What follows belongs to an exercise in optimizing a design on an open flow for small area; a production flow would make more cautious choices.
Only simulation tests tie the RTL to the original design; equivalence was not proved.
Power is estimated from default activity; no workload was simulated. No driver is modelled on the clock port, so clocking that relies on it looks cheaper here than on a real chip.

<file path="flow/run.sh">
#!/bin/bash
# synth_recipe.tcl (not shown) runs the flow's synth.tcl, then flattens the netlist and writes it again
# the make line also repeats each setting of config.mk as NAME=value (left out here)
make -C /OpenROAD-flow-scripts/flow DESIGN_CONFIG=/design/flow/config.mk WORK_HOME=/design/flow/orfs CLKGATE_MAP_FILE= SYNTH_SCRIPT=/design/flow/synth_recipe.tcl finish
</file>
<file path="flow/constraint.sdc">
create_clock -name core_clock -period 8.0 [get_ports {clk}]
set_input_delay 1.6000 -clock core_clock [delete_from_list [all_inputs] [get_ports {clk}]]
set_output_delay 1.6000 -clock core_clock [all_outputs]
set_load 0.01 [all_outputs]
</file>
<file path="flow/config.mk">
export PLATFORM = sky130hd
export DESIGN_NAME = pupil_pipeline
export DESIGN_NICKNAME = pupil_pipeline
export VERILOG_FILES = /design/flow/design.v
export SDC_FILE = /design/flow/constraint.sdc
export NUM_CORES = 4
export LEC_CHECK = 0
export CAP_MARGIN = 0
export CORE_MARGIN = 2
export CORE_UTILIZATION = 80
export CTS_CLUSTER_DIAMETER = 100
export CTS_CLUSTER_SIZE = 32
export PLACE_DENSITY = 0.9
export SLEW_MARGIN = 0
</file>
<file path="flow/design.v">
module line_buffer #
	(
	parameter clock_cycles = 317,
	parameter data_width = 8
	)
	(
	input [data_width-1:0] 	data_in,
	input 			clock_enable,
	input 			clock_enable_n,
	input 			clock,
	output [data_width-1:0] data_out,
	output reg line_valid
	);
   localparam W = clock_cycles*data_width;
   reg  [W-1:0] shift_reg;
   wire [W-1:0] shift_in = {shift_reg[W-data_width-1:0], data_in};
   always @(posedge clock)
      shift_reg <= ({W{clock_enable}} & shift_in) | ({W{clock_enable_n}} & shift_reg);
   assign data_out = shift_reg[W-1 -: data_width];
   always @(posedge clock)
      line_valid <= clock_enable;
endmodule
module sliding_window #(
	parameter data_width= 8,
	parameter clock_cycle = 317
	)
	(
	input 		clk,
	input 		rst_n,
	input		data_in_valid,
	input  [data_width-1:0] data_in,
	output	  reg  data_out_valid,
	output [9:1] V,
	output reg [data_width-1:0] P1,
	output reg [data_width-1:0] P2,
	output reg [data_width-1:0] P3,
	output reg [data_width-1:0] P4,
	output reg [data_width-1:0] P5,
	output reg [data_width-1:0] P6,
	output reg [data_width-1:0] P7,
	output reg [data_width-1:0] P8,
	output reg [data_width-1:0] P9
   );
	reg v8, v7, v6, v5, v4, v3, v2, v1;
	reg n7, n4;    
	wire v9 = data_out_valid;
	wire lv1, lv2;
	assign V = {v9, v8, v7, v6, v5, v4, v3, v2, v1};
	wire [data_width-1:0] line1_out, line2_out;
	always @(posedge clk)
		if (!rst_n) begin
			data_out_valid <= 1'b0;
			v8 <= 1'b0; v7 <= 1'b0; v6 <= 1'b0; v5 <= 1'b0;
			v4 <= 1'b0; v3 <= 1'b0; v2 <= 1'b0; v1 <= 1'b0;
			n7 <= 1'b1; n4 <= 1'b1;
		end else begin
			data_out_valid <= data_in_valid;
			v8 <= v9;  v7 <= v8;
			v6 <= lv1; v5 <= v6; v4 <= v5;
			v3 <= lv2; v2 <= v3; v1 <= v2;
			n7 <= ~v8; n4 <= ~v5;
		end
	always @(posedge clk) begin
		P9 <= data_in;
		P8 <= P9;
		P7 <= P8;
		P6 <= line1_out;
		P5 <= P6;
		P4 <= P5;
		P3 <= line2_out;
		P2 <= P3;
		P1 <= P2;
	end
	line_buffer #(.clock_cycles(clock_cycle), .data_width(data_width)) buffer_1 (
		.data_in(P7), .clock_enable(v7), .clock_enable_n(n7), .clock(clk),
		.data_out(line1_out), .line_valid(lv1));
	line_buffer #(.clock_cycles(clock_cycle), .data_width(data_width)) buffer_2 (
		.data_in(P4), .clock_enable(v4), .clock_enable_n(n4), .clock(clk),
		.data_out(line2_out), .line_valid(lv2));
endmodule
module double_threshold#(
	parameter data_width = 8,
	parameter line_width = 637
	)
	(
	input clock,
	input rst_n,
	input data_valid,
	input [data_width-1:0] data_in,
	output reg data_out_valid,
	output reg data_out
	);
	function [4:0] pix_code(input [7:0] p);
		pix_code = (p > 8'd25) ? 5'd26 : p[4:0];
	endfunction
	reg [4:0] dly_data;
	reg dly0, dly1;
	wire ex_valid = data_valid | dly1;
	always @(posedge clock)
		if (!rst_n) begin
			dly0 <= 1'b0;
			dly1 <= 1'b0;
			dly_data <= 5'd0;
		end else begin
			dly0 <= data_valid;
			dly1 <= dly0;
			dly_data <= pix_code(data_in);
		end
	reg [4:0] q9, q8, q7;
	reg v8, v7, v6, v5;
	reg n7;    
	wire v9 = data_out_valid;
	always @(posedge clock) begin
		q9 <= dly_data;
		q8 <= q9;
		q7 <= q8;
	end
	wire [4:0] line1_out;
	wire lv1;
	line_buffer #(.clock_cycles(line_width), .data_width(5)) buffer_1 (
		.data_in(q7), .clock_enable(v7), .clock_enable_n(n7), .clock(clock),
		.data_out(line1_out), .line_valid(lv1));
	reg [4:0] q6, q5;
	always @(posedge clock) begin
		q6 <= line1_out;
		q5 <= q6;
	end
	always @(posedge clock)
		if (!rst_n) begin
			data_out_valid <= 1'b0;
			v8 <= 1'b0; v7 <= 1'b0; v6 <= 1'b0; v5 <= 1'b0;
			n7 <= 1'b1;
		end else begin
			data_out_valid <= ex_valid;
			v8 <= v9; v7 <= v8; n7 <= ~v8;
			v6 <= lv1; v5 <= v6;
		end
	reg [4:0] T_q;    
	reg [4:0] H_T;
	wire [4:0] pix_q = data_in / 8'd10;
	always @(posedge clock)
		if (!rst_n)
			T_q <= 5'd0;
		else if (data_valid) begin
			T_q <= (pix_q > T_q) ? pix_q : T_q;
			H_T <= T_q;
		end
	wire hit = q5 > H_T;
	always @(posedge clock)
		if (!rst_n)
			data_out <= 1'b0;
		else if (data_out_valid)
			data_out <= v5 & hit;
endmodule
module logic_OR #(
	                 parameter data_width= 8,
	                 parameter clock_cycle = 317
	              )
	            ( input clock, input rst_n, input data_valid, input data_in,
	              output reg out_hi, output reg out_lo, output data_out_valid );
	reg dly_data;
	reg dly0, dly1;
	wire ex_valid = data_valid | dly1;
	always @(posedge clock)
		if (!rst_n) begin
			dly0 <= 1'b0;
			dly1 <= 1'b0;
			dly_data <= 1'b0;
		end else begin
			dly0 <= data_valid;
			dly1 <= dly0;
			dly_data <= data_in;
		end
	wire P1, P2, P3, P4, P5, P6, P7, P8, P9;
	wire window_valid;
	wire [9:1] V;
	assign data_out_valid = window_valid;
	sliding_window #(.data_width(1), .clock_cycle(clock_cycle)) image_window_nms (
		.clk(clock), .rst_n(rst_n), .data_in_valid(ex_valid), .data_in(dly_data),
		.data_out_valid(window_valid), .V(V),
		.P1(P1), .P2(P2), .P3(P3), .P4(P4), .P5(P5), .P6(P6), .P7(P7), .P8(P8), .P9(P9));
	wire any = (V[1] & P1) | (V[2] & P2) | (V[3] & P3) | (V[4] & P4) | (V[5] & P5) |
	           (V[6] & P6) | (V[7] & P7) | (V[8] & P8) | (V[9] & P9);
	always @(posedge clock)
		if (!rst_n) begin
			out_hi <= 1'b0;
			out_lo <= 1'b1;
		end else if (window_valid) begin
			out_hi <= any;
			out_lo <= any;
		end
endmodule
module dilation #(
	                 parameter data_width= 8,
	                 parameter clock_cycle = 317
	              )
	            ( input clock, input rst_n, input data_valid, input [1:0] data_in,
	              output reg [1:0] data_out, output data_out_valid );
	reg [1:0] dly_data;
	reg dly0, dly1;
	wire ex_valid = data_valid | dly1;
	always @(posedge clock)
		if (!rst_n) begin
			dly0 <= 1'b0;
			dly1 <= 1'b0;
			dly_data <= 2'b00;
		end else begin
			dly0 <= data_valid;
			dly1 <= dly0;
			dly_data <= data_in;
		end
	wire [1:0] P1, P2, P3, P4, P5, P6, P7, P8, P9;
	wire window_valid;
	wire [9:1] V;
	assign data_out_valid = window_valid;
	sliding_window #(.data_width(2), .clock_cycle(clock_cycle)) image_window_nms (
		.clk(clock), .rst_n(rst_n), .data_in_valid(ex_valid), .data_in(dly_data),
		.data_out_valid(window_valid), .V(V),
		.P1(P1), .P2(P2), .P3(P3), .P4(P4), .P5(P5), .P6(P6), .P7(P7), .P8(P8), .P9(P9));
	always @(posedge clock)
		if (!rst_n)
			data_out <= 2'b01;
		else if (window_valid)
			data_out <= ({2{V[1]}} & P1) | ({2{V[2]}} & P2) | ({2{V[3]}} & P3) |
			            ({2{V[4]}} & P4) | ({2{V[5]}} & P5) | ({2{V[6]}} & P6) |
			            ({2{V[7]}} & P7) | ({2{V[8]}} & P8) | ({2{V[9]}} & P9);
endmodule
module erosion #(
	                 parameter data_width= 8,
	                 parameter clock_cycle = 317
	              )
	            ( input clock, input rst_n, input data_valid, input [1:0] data_in,
	              output reg [1:0] data_out, output data_out_valid );
	reg [1:0] dly_data;
	reg dly0, dly1;
	wire ex_valid = data_valid | dly1;
	always @(posedge clock)
		if (!rst_n) begin
			dly0 <= 1'b0;
			dly1 <= 1'b0;
			dly_data <= 2'b00;
		end else begin
			dly0 <= data_valid;
			dly1 <= dly0;
			dly_data <= data_in;
		end
	wire [1:0] P1, P2, P3, P4, P5, P6, P7, P8, P9;
	wire window_valid;
	wire [9:1] V;
	assign data_out_valid = window_valid;
	sliding_window #(.data_width(2), .clock_cycle(clock_cycle)) image_window_nms (
		.clk(clock), .rst_n(rst_n), .data_in_valid(ex_valid), .data_in(dly_data),
		.data_out_valid(window_valid), .V(V),
		.P1(P1), .P2(P2), .P3(P3), .P4(P4), .P5(P5), .P6(P6), .P7(P7), .P8(P8), .P9(P9));
	always @(posedge clock)
		if (!rst_n)
			data_out <= 2'b01;
		else if (window_valid)
			data_out <= {2{&V}} & P1 & P2 & P3 & P4 & P5 & P6 & P7 & P8 & P9;
endmodule
module morphology_operation #(
                  parameter clock_cycle = 317,
					parameter data_width = 8
             )(
									  input clock,
									  input rst_n, input data_valid,
									  input [1:0] data_in,
									  output [1:0] data_out,
									  output data_out_valid
									);
wire [1:0] closed_dilated_data;
wire closed_dilate_valid;
dilation #(.data_width(8), .clock_cycle(clock_cycle)) closed_dilation_dut (
	.clock(clock), .rst_n(rst_n), .data_valid(data_valid), .data_in(data_in),
	.data_out(closed_dilated_data), .data_out_valid(closed_dilate_valid));
erosion #(.data_width(8), .clock_cycle(clock_cycle)) erode_dut (
	.clock(clock), .rst_n(rst_n), .data_valid(closed_dilate_valid),
	.data_in(closed_dilated_data), .data_out(data_out),
	.data_out_valid(data_out_valid));
endmodule
module pupil_pipeline #(
	parameter IMG_WIDTH = 320
	)
	(
	input        clk,
	input        rst_n,
	input        pix_valid,
	input  [7:0] pix_in,
	output       out_valid,
	output [7:0] out_pixel
	);
wire threshold_bit;
wire th_valid;
double_threshold #(
	.data_width (8),
	.line_width (2*IMG_WIDTH-3)
	)
	double_thresh_dut
	(
	.clock(clk),
	.rst_n(rst_n),
	.data_valid(pix_valid),
	.data_in(pix_in),
	.data_out_valid(th_valid),
	.data_out(threshold_bit)
	);
wire or_hi, or_lo;
wire logical_or_out_valid;
logic_OR #(
	.data_width (8),
	.clock_cycle(IMG_WIDTH-3)
	)
	OR_dut( .clock(clk),
	.rst_n(rst_n),
	.data_valid(th_valid),
	.data_in(threshold_bit),
	.out_hi(or_hi),
	.out_lo(or_lo),
	.data_out_valid(logical_or_out_valid)
	);
wire [1:0] closed;
morphology_operation #(
	.data_width (8),
	.clock_cycle(IMG_WIDTH-3)
	)
	morp_closing( .clock(clk),
	.rst_n(rst_n),
	.data_valid(logical_or_out_valid),
	.data_in({or_hi, or_lo}),
	.data_out(closed),
	.data_out_valid(out_valid)
	);
assign out_pixel = {{7{closed[1]}}, closed[0]};
endmodule
</file>
==> metrics.cfg, run 1 <==
[pwr]
power_density_nw_per_um2=236
combPwrFrac_pct=1.0
seq_power_share_pct=69.2
ir_worst_vdd_mv=0.236
switching_share_pct=19.7
p_clk_share_pct=29.8
power_leakage_nw=76.9
p_int_mw=37.6
p_switching_mw=9.21

[drt]
wl_per_cell_um=18.0
vias=108000
antenna_left=0
initialDrtViolationCount=8908
wl_um=298000
post_drt_via_cell_ratio=6.52
first_pass_iters=5
drc_errors=0

[die]
dieArea_um2=245000
initial_utilization_pct=80.3
core_um2=240000
ios=20
die_x_um=495
die_height_um=495
rows=180

[cts]
postCtsSetupBuffers=0
clk_latency_ns=0.89
clk_pin_slew_worst_paths_ns=0.11
clk_path_buf_depth=3
cts_buffers=221
cts.sinks=6500
tritoncts=done
clockRootBuffer=clkbuf_16
post_cts_resized=0
cts_hold_buf=0
htreeDepth=4

[timing]
rsz0062_at_grt=false
hold_slack_ns=0.331
fin_crit_ns=4.46
slew_violations=0
slew_headroom_pct=7.67
tightest_slew_ns=1.39
finalClockSkew_ns=0.0213
post-route-period-util_pct=55.7
finalSetupViolations=0
hold_violations=0
tns_ns=0
fmax_ghz=0.224

[outcome]
status=finished clean

[place]
port_buffers=19
dpl.hpwl_um=158000
place_area_um2=192000
gp_congestion=0.767

[yosys]
synth_compound_area_share_pct=29.1
synth_xor_area_share_pct=0.0136
synth-main-ff-cell=dfxtp_1
ys_ff_latch=6500
synthMuxAreaShare_pct=0
synth_simple_gate_area_share_pct=0.293
synth_adder_area_share_pct=0.0806
synth_top_family_by_area=compound AO/OA/AOI/OAI gates
ys_seq_area_share_pct=67.6
synth_area_per_cell_um2=13.3
yosys.cell_types.count=51
async_flop_share_pct=0
synth_area_um2=193000
synth_cells=14500
syn_nets=14500
synth_edf_count=5
yosysWarnings=9

[worst_hold_path]
min_from=double_thresh_dut.dly_data[1]
hold_end=double_thresh_dut.q9[1]
min_path_cells=0
min_path_type=reg2reg

[finish]
syn_to_final_growth_pct=2.93
finalCoreUtilization_pct=82.6
final_cell_area_um2=198000
final_layout_size_suffix_gt1_share_pct=2.51
fin_nets=13400

[setup_path]
arrival_ns=5.24
startpoint=pix_in[7]
r2r_start=double_thresh_dut.n7
path_cells=clkdlybuf4s50_1, nor2b_2, a221oi_1, a21oi_1, maj3_1, a211oi_1, nor3b_1, ha_1, nand2_1, o221ai_1, a21oi_1, nand2_1, o31a_1
slowest_delay_ns=0.59
r2r-end=double_thresh_dut.buffer_1.shift_reg[1247]
reg2reg_slack_ns=4.84
crit_fanout=11
reg2regPathDepth=3
startpoint_type=input pin
cp-end-kind=flop
cp_slowest_cell=clkdlybuf4s50_1
path_class=in2reg
crit_required_ns=8.78

[grt]
grt_overflow_total=0
antenna_found_initial=1
grt.total_usage_pct=23.4
grt_pass1_wl_um=508000
grt_max_degree=321
first_global_vias=104000

[flow_run]
max_cap_violations=0

## critical path, delay by kind of cell
kind | cells | cell delay, ns
AOI/OAI and AO/OA | 6 | 1.78
adders and majority gates | 2 | 0.69
buffers and inverters | 1 | 0.59
and+or+nand+nor | 4 | 0.57
## layout make-up
cell class / instances / area, um^2
multi-input cells: 6526 / 56800
repair buffers: 97 / 1210
inverters: 24 / 90.1
clock inverters: 10 / 93.8
flip-flops and latches: 6500 / 130000
well taps: 3185 / 3990
clock buffers: 234 / 5710
diodes: 2 / 5.00
fillers: 12700 / 41700
## cell families (layout without fill, tap and decap cells)
logic type / count (synthesis) / after routing
and+or+nand+nor: 101 / 101
adders and majority gates: 13 / 13
DFF: 6500 / 6500
other: 0 / 2
xor gates and xnor gates: 3 / 3
AOI/OAI and AO/OA: 6409 / 6409
buffers and inverters: 1457 / 365
## per-stage QoR
step	setup WS (ns)	instances	power, mW
2_1_floorplan	3.75	14500	33.6
4_1_cts	3.64	16600	47.1
3_5_place_dp	2.69	16300	33.6
3_3_place_gp	2.55	16300	33.6
5_1_grt	3.30	16600	48.3
6_report	3.54	16600	46.8
## cell usage after synthesis (2+ instances only)
master | count | area (um^2)
ha_1 | 10 | 125
a222oi_1 | 2 | 20.0
nand4_1 | 4 | 25.0
o211ai_1 | 2 | 15.0
edfxtp_1 | 5 | 150
nand2_1 | 17 | 63.8
o21ai_0 | 6 | 30.0
a221oi_1 | 3 | 26.3
o311ai_0 | 2 | 17.5
nand2b_1 | 2 | 12.5
a21oi_1 | 9 | 45.0
buf_2 | 3 | 15.0
o21a_1 | 8 | 60.1
a21boi_0 | 4 | 30.0
maj3_1 | 3 | 30.0
nor3_1 | 5 | 25.0
buf_4 | 7 | 52.6
nand3b_1 | 2 | 15.0
nor2b_1 | 7 | 43.8
xnor2_1 | 3 | 26.3
inv_1 | 23 | 86.3
and2_1 | 36 | 225
a22oi_1 | 4 | 30.0
buf_1 | 53 | 199
nor2_1 | 11 | 41.3
a211oi_1 | 2 | 15.0
clkbuf_1 | 1369 | 5140
nand3_1 | 10 | 50.1
dfxtp_1 | 6495 | 130000
a22o_1 | 6355 | 55700
## routing by layer
layer	global-route usage [%]	share of wire (%)	vias up
met3	2.38	2.3	344
met5	0	0	-
met4	4.64	1.6	0
li1	-	-	53100
met2	38.1	48	1121
met1	34.3	48	53500
## cell usage in the layout (no fill, tap or decap), types with 4 or more instances in the layout
cell and instances:
a21boi_0 4, a21oi_1 9, a22o_1 6355, a22oi_1 4, and2_1 36, buf_12 35
buf_4 43, clkbuf_1 7, clkbuf_16 227, clkdlybuf4s50_1 18, dfxtp_1 6481, dfxtp_4 14
edfxtp_1 5, ha_1 10, inv_1 23, inv_6 7, nand2_1 17, nand3_1 10
nand4_1 4, nor2_1 11, nor2b_1 7, nor3_1 5, o21a_1 8, o21ai_0 6
## how the worst max path moves through the flow
stage | endpoint | cells past startpoint | slack (ns)
2_1_floorplan | double_thresh_dut.T_q[0] | 13 | 3.75
3_3_place_gp | double_thresh_dut.T_q[0] | 13 | 2.55
3_5_place_dp | double_thresh_dut.T_q[0] | 13 | 2.69
4_1_cts | double_thresh_dut.T_q[0] | 13 | 3.64
5_1_grt | double_thresh_dut.T_q[0] | 13 | 3.30
6_report | double_thresh_dut.T_q[0] | 13 | 3.54
## power groups by stage
stage | clock network, mW | logic, mW | registers, mW
global placement | 0 | 0.446 | 33.2
detailed placement | 0 | 0.463 | 33.2
global route | 15.3 | 0.518 | 32.5
floorplan | 0 | 0.411 | 33.1
finish | 13.9 | 0.469 | 32.4
CTS | 14.2 | 0.466 | 32.4
==> inputs of run 2 (changes only) <==
--- a/flow/config.mk
+++ b/flow/config.mk
@@ -11,3 +11,3 @@
 export CTS_CLUSTER_DIAMETER = 100
-export CTS_CLUSTER_SIZE = 32
+export CTS_CLUSTER_SIZE = 33
 export PLACE_DENSITY = 0.9
==> metrics.cfg, run 2 <==
[timing]
finalSetupViolations=0  ; unchanged
fmax_ghz=0.223  ; -0.38%
hold_violations=0  ; unchanged
tightest_slew_ns=1.30  ; -0.0897 ns
slew_headroom_pct=13.6  ; +6.0 points
hold_slack_ns=0.326  ; -0.00512 ns
tns_ns=0  ; unchanged
post-route-period-util_pct=56.0  ; +0.21 points
rsz0062_at_grt=false
slew_violations=0  ; unchanged
fin_crit_ns=4.48  ; +0.0171 ns
finalClockSkew_ns=0.0334  ; +0.0121 ns

[grt]
grt_max_degree=321  ; unchanged
first_global_vias=103000  ; -0.24%
antenna_found_initial=2  ; +1
grt_pass1_wl_um=506000  ; -0.44%
grt_overflow_total=0  ; unchanged
grt.total_usage_pct=23.3  ; -0.11 points

[cts]
htreeDepth=4  ; unchanged
tritoncts=done
cts.sinks=6500  ; unchanged
cts_hold_buf=0  ; unchanged
clk_path_buf_depth=3  ; unchanged
cts_buffers=215  ; -2.7%
clk_latency_ns=0.90  ; about the same
clockRootBuffer=clkbuf_16
post_cts_resized=0  ; unchanged
clk_pin_slew_worst_paths_ns=0.11  ; about the same
postCtsSetupBuffers=0  ; unchanged

[die]
rows=180  ; unchanged
initial_utilization_pct=80.3  ; unchanged
die_height_um=495  ; unchanged
dieArea_um2=245000  ; unchanged
ios=20  ; unchanged
die_x_um=495  ; unchanged
core_um2=240000  ; unchanged

[finish]
n_fill_cell=12700  ; +0.087%
final_layout_size_suffix_gt1_share_pct=2.44  ; -0.073 points
layout_commonest_cell=dfxtp_1
mostFrequentLayoutCells=6481 x dfxtp_1, 6355 x a22o_1, 223 x clkbuf_16
final-seq-area_um2=130000  ; unchanged
multi_input_area_um2=56800  ; unchanged
fin_nets=13400  ; -0.045%
final_cell_area_um2=198000  ; about the same
syn_to_final_growth_pct=2.87  ; about the same

[yosys]
synth_cells=14500  ; unchanged
synth_top_area_share_pct=67.5  ; unchanged
syn_nets=14500  ; unchanged
ys_ff_latch=6500  ; unchanged
synth_area_per_cell_um2=13.3  ; unchanged
yosys-top-cells-count=6495 x dfxtp_1, 6355 x a22o_1, 1369 x clkbuf_1, 53 x buf_1, 36 x and2_1
ys_top_cells_by_area=dfxtp_1 68%, a22o_1 29%, clkbuf_1 2.7%, and2_1 0.12%, buf_1 0.10%
yosys.cell_types.count=51  ; unchanged
async_flop_share_pct=0  ; unchanged
yosysTopAreaCell=dfxtp_1
synth_edf_count=5  ; unchanged
ys_seq_area_share_pct=67.6  ; unchanged
synth-main-ff-cell=dfxtp_1
yosysWarnings=9  ; unchanged
synth_area_um2=193000  ; unchanged
yosysMostFrequentCell=dfxtp_1

[drt]
post_drt_via_cell_ratio=6.52  ; about the same
wl_um=297000  ; -0.38%
vias=108000  ; -0.043%
antenna_left=0  ; unchanged
wl_per_cell_um=17.9  ; -0.34%
initialDrtViolationCount=8836  ; -0.81%
drc_errors=0  ; unchanged
first_pass_iters=7  ; +2

[setup_path]
path_cells=clkdlybuf4s50_1, nor2b_2, a221oi_1, a21oi_1, maj3_1, a211oi_1, nor3b_1, ha_1, nand2_1, o221ai_1, a21oi_1, nand2_1, o31a_1
r2r-end=double_thresh_dut.buffer_1.shift_reg[1437]
arrival_ns=5.26  ; +0.02 ns
path_delay_family=compound AO/OA/AOI/OAI gates
cp.buffers_inverters=1  ; unchanged
cp-end-kind=flop
startpoint_type=input pin
crit_required_ns=8.78  ; about the same
reg2reg_slack_ns=4.85  ; about the same
slowest_delay_ns=0.60  ; about the same
path_class=in2reg
reg2regPathDepth=3  ; unchanged
cp_slowest_cell=clkdlybuf4s50_1
r2r_start=double_thresh_dut.n7
crit_fanout=11  ; unchanged

[pwr]
power_density_nw_per_um2=236  ; -0.19%
power_leakage_nw=76.8  ; about the same
ir_worst_vdd_mv=0.229  ; -2.6%

[outcome]
status=finished clean

[flow_run]
max_cap_violations=0  ; unchanged

[place]
gp_congestion=0.767  ; unchanged
dpl.hpwl_um=158000  ; unchanged
place_area_um2=192000  ; unchanged
port_buffers=19  ; unchanged

[worst_hold_path]
min_path_type=reg2reg
min_path_cells=0  ; unchanged
min_from=double_thresh_dut.dly_data[1]
hold_end=double_thresh_dut.q9[1]

## run 2: cell type report
cell class                 count  area share (%)
multi-input combinational   6526            28.7
antenna                        2         0.00253
clock buffer                 232            2.84
tap                         3185            2.01
inverter                      24          0.0455
sequential                  6500            65.8
timing repair buffer          97           0.610
clock inverter                 4          0.0354
## run 2: stage by stage
step	total power, mW	instances	setup WS, ns	utilization [%]
6_report	46.7	16600	3.52	82.6
5_1_grt	48.1	16600	3.30	82.6
4_1_cts	47.0	16600	3.66	82.6
3_5_place_dp	33.6	16300	2.69	80.2
3_3_place_gp	33.6	16300	2.55	80.2
2_1_floorplan	33.6	14500	3.75	-
## run 2: cells by family (layout without fill, tap and decap cells)
group / after synthesis / count (layout) / share of synthesized area [%]
AND/OR/NAND/NOR: 101 / 101 / 0.293
adder cells (fa/ha/maj): 13 / 13 / 0.0806
flip-flops: 6500 / 6500 / 67.6
XOR/XNOR: 3 / 3 / 0.0137
other: 0 / 2 / 0
AO/OA/AOI/OAI: 6409 / 6409 / 29.1
buffers and inverters: 1457 / 357 / 2.86
## run 2: how the worst max path moves through the flow
stage / cells after the start / slack, ns / startpoint / endpoint
after detailed placement: 13 / 2.69 / pix_in[7] / double_thresh_dut.T_q[0]
after global routing: 13 / 3.30 / pix_in[5] / double_thresh_dut.T_q[0]
after floorplan: 13 / 3.75 / pix_in[3] / double_thresh_dut.T_q[0]
after CTS: 13 / 3.66 / pix_in[5] / double_thresh_dut.T_q[0]
after global placement: 13 / 2.55 / pix_in[5] / double_thresh_dut.T_q[0]
final: 13 / 3.52 / pix_in[7] / double_thresh_dut.T_q[0]
## run 2: routing by layer
metal	track usage [%]	part of all wire [%]	wire length (um)
met1	34.2	49	145000
met2	37.7	47	141000
met3	2.30	2.2	6680
met4	4.91	1.6	4790
met5	0	0	0
## run 2: power by group
part	total, mW	switching [mW]	internal [mW]
clock	13.8	8.73	5.09
combinational	0.469	0.380	0.0890
sequential	32.4	0.0411	32.4
total	46.7	9.15	37.6
## run 2: worst register-to-register path: stages, from the launching register on
cell	delay, ns
dfxtp_4	0.84
buf_12	0.70
buf_12	0.97
a22o_1	0.59
==> inputs of run 3 (changes only) <==
--- a/flow/config.mk
+++ b/flow/config.mk
@@ -9,6 +9,6 @@
 export CORE_MARGIN = 2
-export CORE_UTILIZATION = 80
+export CORE_UTILIZATION = 75
 export CTS_CLUSTER_DIAMETER = 100
 export CTS_CLUSTER_SIZE = 33
-export PLACE_DENSITY = 0.9
+export PLACE_DENSITY = 0.85
 export SLEW_MARGIN = 0
==> metrics.cfg, run 3 <==
[yosys]
async_flop_share_pct=0  ; unchanged
ys_seq_area_share_pct=67.6  ; unchanged
synth_edf_count=5  ; unchanged
synth_simple_gate_area_share_pct=0.293  ; unchanged
yosys-top-cells-count=6495 x dfxtp_1, 6355 x a22o_1, 1369 x clkbuf_1, 53 x buf_1, 36 x and2_1
synth-main-ff-cell=dfxtp_1
synthMuxAreaShare_pct=0  ; unchanged
synth_area_um2=193000  ; unchanged
synth_adder_area_share_pct=0.0806  ; unchanged
synth_cells=14500  ; unchanged
yosysTopAreaCell=dfxtp_1
yosys.cell_types.count=51  ; unchanged
synth_top_family_by_area=compound AO/OA/AOI/OAI gates
yosysWarnings=9  ; unchanged
syn_nets=14500  ; unchanged
synth_area_per_cell_um2=13.3  ; unchanged
synth_top_area_share_pct=67.5  ; unchanged
synth_compound_area_share_pct=29.1  ; unchanged
ys_ff_latch=6500  ; unchanged
ys_top_cells_by_area=dfxtp_1 68%, a22o_1 29%, clkbuf_1 2.7%, and2_1 0.12%, buf_1 0.10%
synth_xor_area_share_pct=0.0136  ; unchanged
yosysMostFrequentCell=dfxtp_1

[outcome]
status=finished clean

[timing]
hold_slack_ns=0.332  ; +0.00674 ns
tightest_slew_ns=1.35  ; +0.0581 ns
tns_ns=0  ; unchanged
hold_violations=0  ; unchanged
fmax_ghz=0.220  ; -1.6%
finalSetupViolations=0  ; unchanged
post-route-period-util_pct=56.9  ; +0.93 points
fin_crit_ns=4.55  ; +0.0747 ns
rsz0062_at_grt=false
slew_violations=0  ; unchanged
finalClockSkew_ns=0.0384  ; +0.00499 ns
slew_headroom_pct=9.77  ; -3.9 points

[worst_hold_path]
min_path_cells=0  ; unchanged
min_path_type=reg2reg
min_from=double_thresh_dut.q8[4]
hold_end=double_thresh_dut.q7[4]

[cts]
cts_hold_buf=0  ; unchanged
htreeDepth=4  ; unchanged
cts_buffers=214  ; -0.47%
postCtsSetupBuffers=0  ; unchanged
cts.sinks=6500  ; unchanged
post_cts_resized=0  ; unchanged
clk_latency_ns=0.91  ; about the same
clockRootBuffer=clkbuf_16
clk_pin_slew_worst_paths_ns=0.12  ; about the same
tritoncts=done
clk_path_buf_depth=3  ; unchanged

[flow_run]
max_cap_violations=0  ; unchanged

[drt]
vias=107000  ; -0.56%
wl_per_cell_um=17.1  ; -4.8%
initialDrtViolationCount=8774  ; -0.70%
drc_errors=0  ; unchanged
post_drt_via_cell_ratio=6.41  ; -1.6%
first_pass_iters=5  ; -2
wl_um=286000  ; -3.8%
antenna_left=0  ; unchanged

[die]
die_x_um=511  ; +3.3%
rows=185  ; +2.8%
initial_utilization_pct=75.6  ; -4.7 points
core_um2=255000  ; +6.2%
ios=20  ; unchanged
dieArea_um2=261000  ; +6.6%
die_height_um=511  ; +3.3%

[pwr]
combPwrFrac_pct=1.0  ; about the same
seq_power_share_pct=69.5  ; about the same
ir_worst_vdd_mv=0.241  ; +4.9%
p_int_mw=37.5  ; -0.24%
p_switching_mw=9.20  ; +0.53%
power_leakage_nw=76.8  ; about the same
switching_share_pct=19.7  ; +0.12 points
p_clk_share_pct=29.5  ; about the same
power_density_nw_per_um2=236  ; -0.14%

[place]
port_buffers=19  ; unchanged
place_inst=16500  ; +1.1%
place_area_um2=193000  ; about the same
dpl.hpwl_um=152000  ; -4.1%
gp_congestion=0.787  ; +2.6%

[finish]
mostFrequentLayoutCells=6481 x dfxtp_1, 6355 x a22o_1, 220 x clkbuf_16
n_fill_cell=15100  ; +19%
syn_to_final_growth_pct=2.93  ; about the same
final_layout_size_suffix_gt1_share_pct=2.44  ; unchanged
stdcell_count=16800  ; +1.1%
final-seq-area_um2=130000  ; unchanged
finalCoreUtilization_pct=77.8  ; -4.7 points
layout_commonest_cell=dfxtp_1
final_cell_area_um2=198000  ; about the same
multi_input_area_um2=56800  ; unchanged
fin_nets=13400  ; -0.022%

[grt]
grt.total_usage_pct=20.9  ; -2.3 points
grt_max_degree=288  ; -10%
first_global_vias=102000  ; -1.3%
grt_pass1_wl_um=495000  ; -2.2%
grt_overflow_total=0  ; unchanged
antenna_found_initial=2  ; unchanged

[setup_path]
cp_common_cell=a21oi_1
crit_required_ns=8.85  ; +0.07 ns
cp-end-kind=flop
path_cells=clkdlybuf4s50_1, nor2b_2, a221oi_1, a21oi_1, maj3_1, a211oi_1, nor3b_1, ha_1, nand2_1, o221ai_1, a21oi_1, o21ai_0, a21oi_1
crit_fanout=13  ; +2
startpoint_type=input pin
path_delay_family=compound AO/OA/AOI/OAI gates
cp_num_cells=13  ; unchanged
reg2regPathDepth=3  ; unchanged
slowest_delay_ns=0.76  ; +0.16 ns
cp_slowest_cell=clkdlybuf4s50_1
reg2reg_slack_ns=4.76  ; -0.09 ns
path_class=in2reg
arrival_ns=5.40  ; +0.14 ns
cp.buffers_inverters=1  ; unchanged

-- run 3: changes by cell type in the layout (fill, tap and decap cells not counted), moves of 2 or more --
cell and delta:
buf_4 +2, buf_12 -4, clkinv_8 +3, clkbuf_16 -3, inv_6 +5
-- run 3: power by group through the flow --
stage / sequential [mW] / clock, mW / combinational, mW
after global routing: 32.5 / 15.2 / 0.507
after CTS: 32.4 / 14.1 / 0.458
after detailed placement: 33.2 / 0 / 0.456
after floorplan: 33.1 / 0 / 0.411
after global placement: 33.2 / 0 / 0.439
final: 32.4 / 13.8 / 0.460
-- run 3: logic make-up after synthesis --
logic type / Yosys count
adder cells (fa/ha/maj): 13
buffers and inverters: 1457
flip-flops: 6500
XOR/XNOR: 3
AND/OR/NAND/NOR: 101
AO/OA/AOI/OAI: 6409
-- run 3: area by class of cell --
type / instances / area share, %
sequential: 6500 / 65.7
multi-input combinational: 6526 / 28.7
clock buffer: 229 / 2.80
tap: 3366 / 2.13
timing repair buffer: 95 / 0.577
clock inverter: 9 / 0.0511
inverter: 24 / 0.0455
antenna: 1 / 0.00126
-- run 3: worst register-to-register path: stages (launching register included) --
cell and delay (ns):
dfxtp_4 0.91, buf_4 0.96, buf_12 0.77, a22o_1 0.53
-- run 3: through the flow --
| step | worst slack (ns) | power [mW] |
|---|---|---|
| final | 3.45 | 46.7 |
| after global routing | 3.28 | 48.2 |
| after floorplan | 3.75 | 33.6 |
| after global placement | 2.74 | 33.6 |
| after CTS | 3.64 | 47.0 |
| after detailed placement | 2.61 | 33.6 |
-- run 3: routing by layer --
layer	wire length (um)	vias up	track usage [%]	share of wire, %
met3	6120	332	2.31	2.1
met5	0	-	0	0
met1	144000	53100	31.5	50
met4	4370	0	3.99	1.5
met2	132000	862	33.1	46
li1	-	53100	-	-
-- run 3: worst max path at each step --
stage,start,end,slack [ns]
after global routing,pix_in[7],double_thresh_dut.T_q[0],3.28
after floorplan,pix_in[3],double_thresh_dut.T_q[0],3.75
final,pix_in[5],double_thresh_dut.T_q[1],3.45
after global placement,pix_in[7],double_thresh_dut.T_q[0],2.74
after detailed placement,pix_in[7],double_thresh_dut.T_q[1],2.61
after CTS,pix_in[7],double_thresh_dut.T_q[1],3.64

[separate check: timing with driven ports]
The flow's constraints put no driver on any port. The routed layouts listed below were extracted and timed again, unchanged, in two steps.
Step 1 assumes that a clkbuf_16 drives the clock port and a buf_2 every other input.
Step 2 also shifts input and output timing later by t, the mid clock arrival at the registers, as if the neighbouring blocks saw the same clock.
Slacks: ideal / step 1 / step 2; pairs: ideal / step 1.
run	t, ns	slack for setup (ns)	worst register clock-pin slew, ns
run 1	0.974	3.540 / 3.612 / 2.638	0.12 / 0.12
run 2	0.978	3.523 / 3.590 / 2.612	0.12 / 0.12
run 3	0.985	3.448 / 3.519 / 2.533	0.12 / 0.12
After both steps setup and hold are still met in every run listed. The setup slack of run 3, which loses most, moves by +0.071 ns with the drivers and by -0.915 ns with both steps.
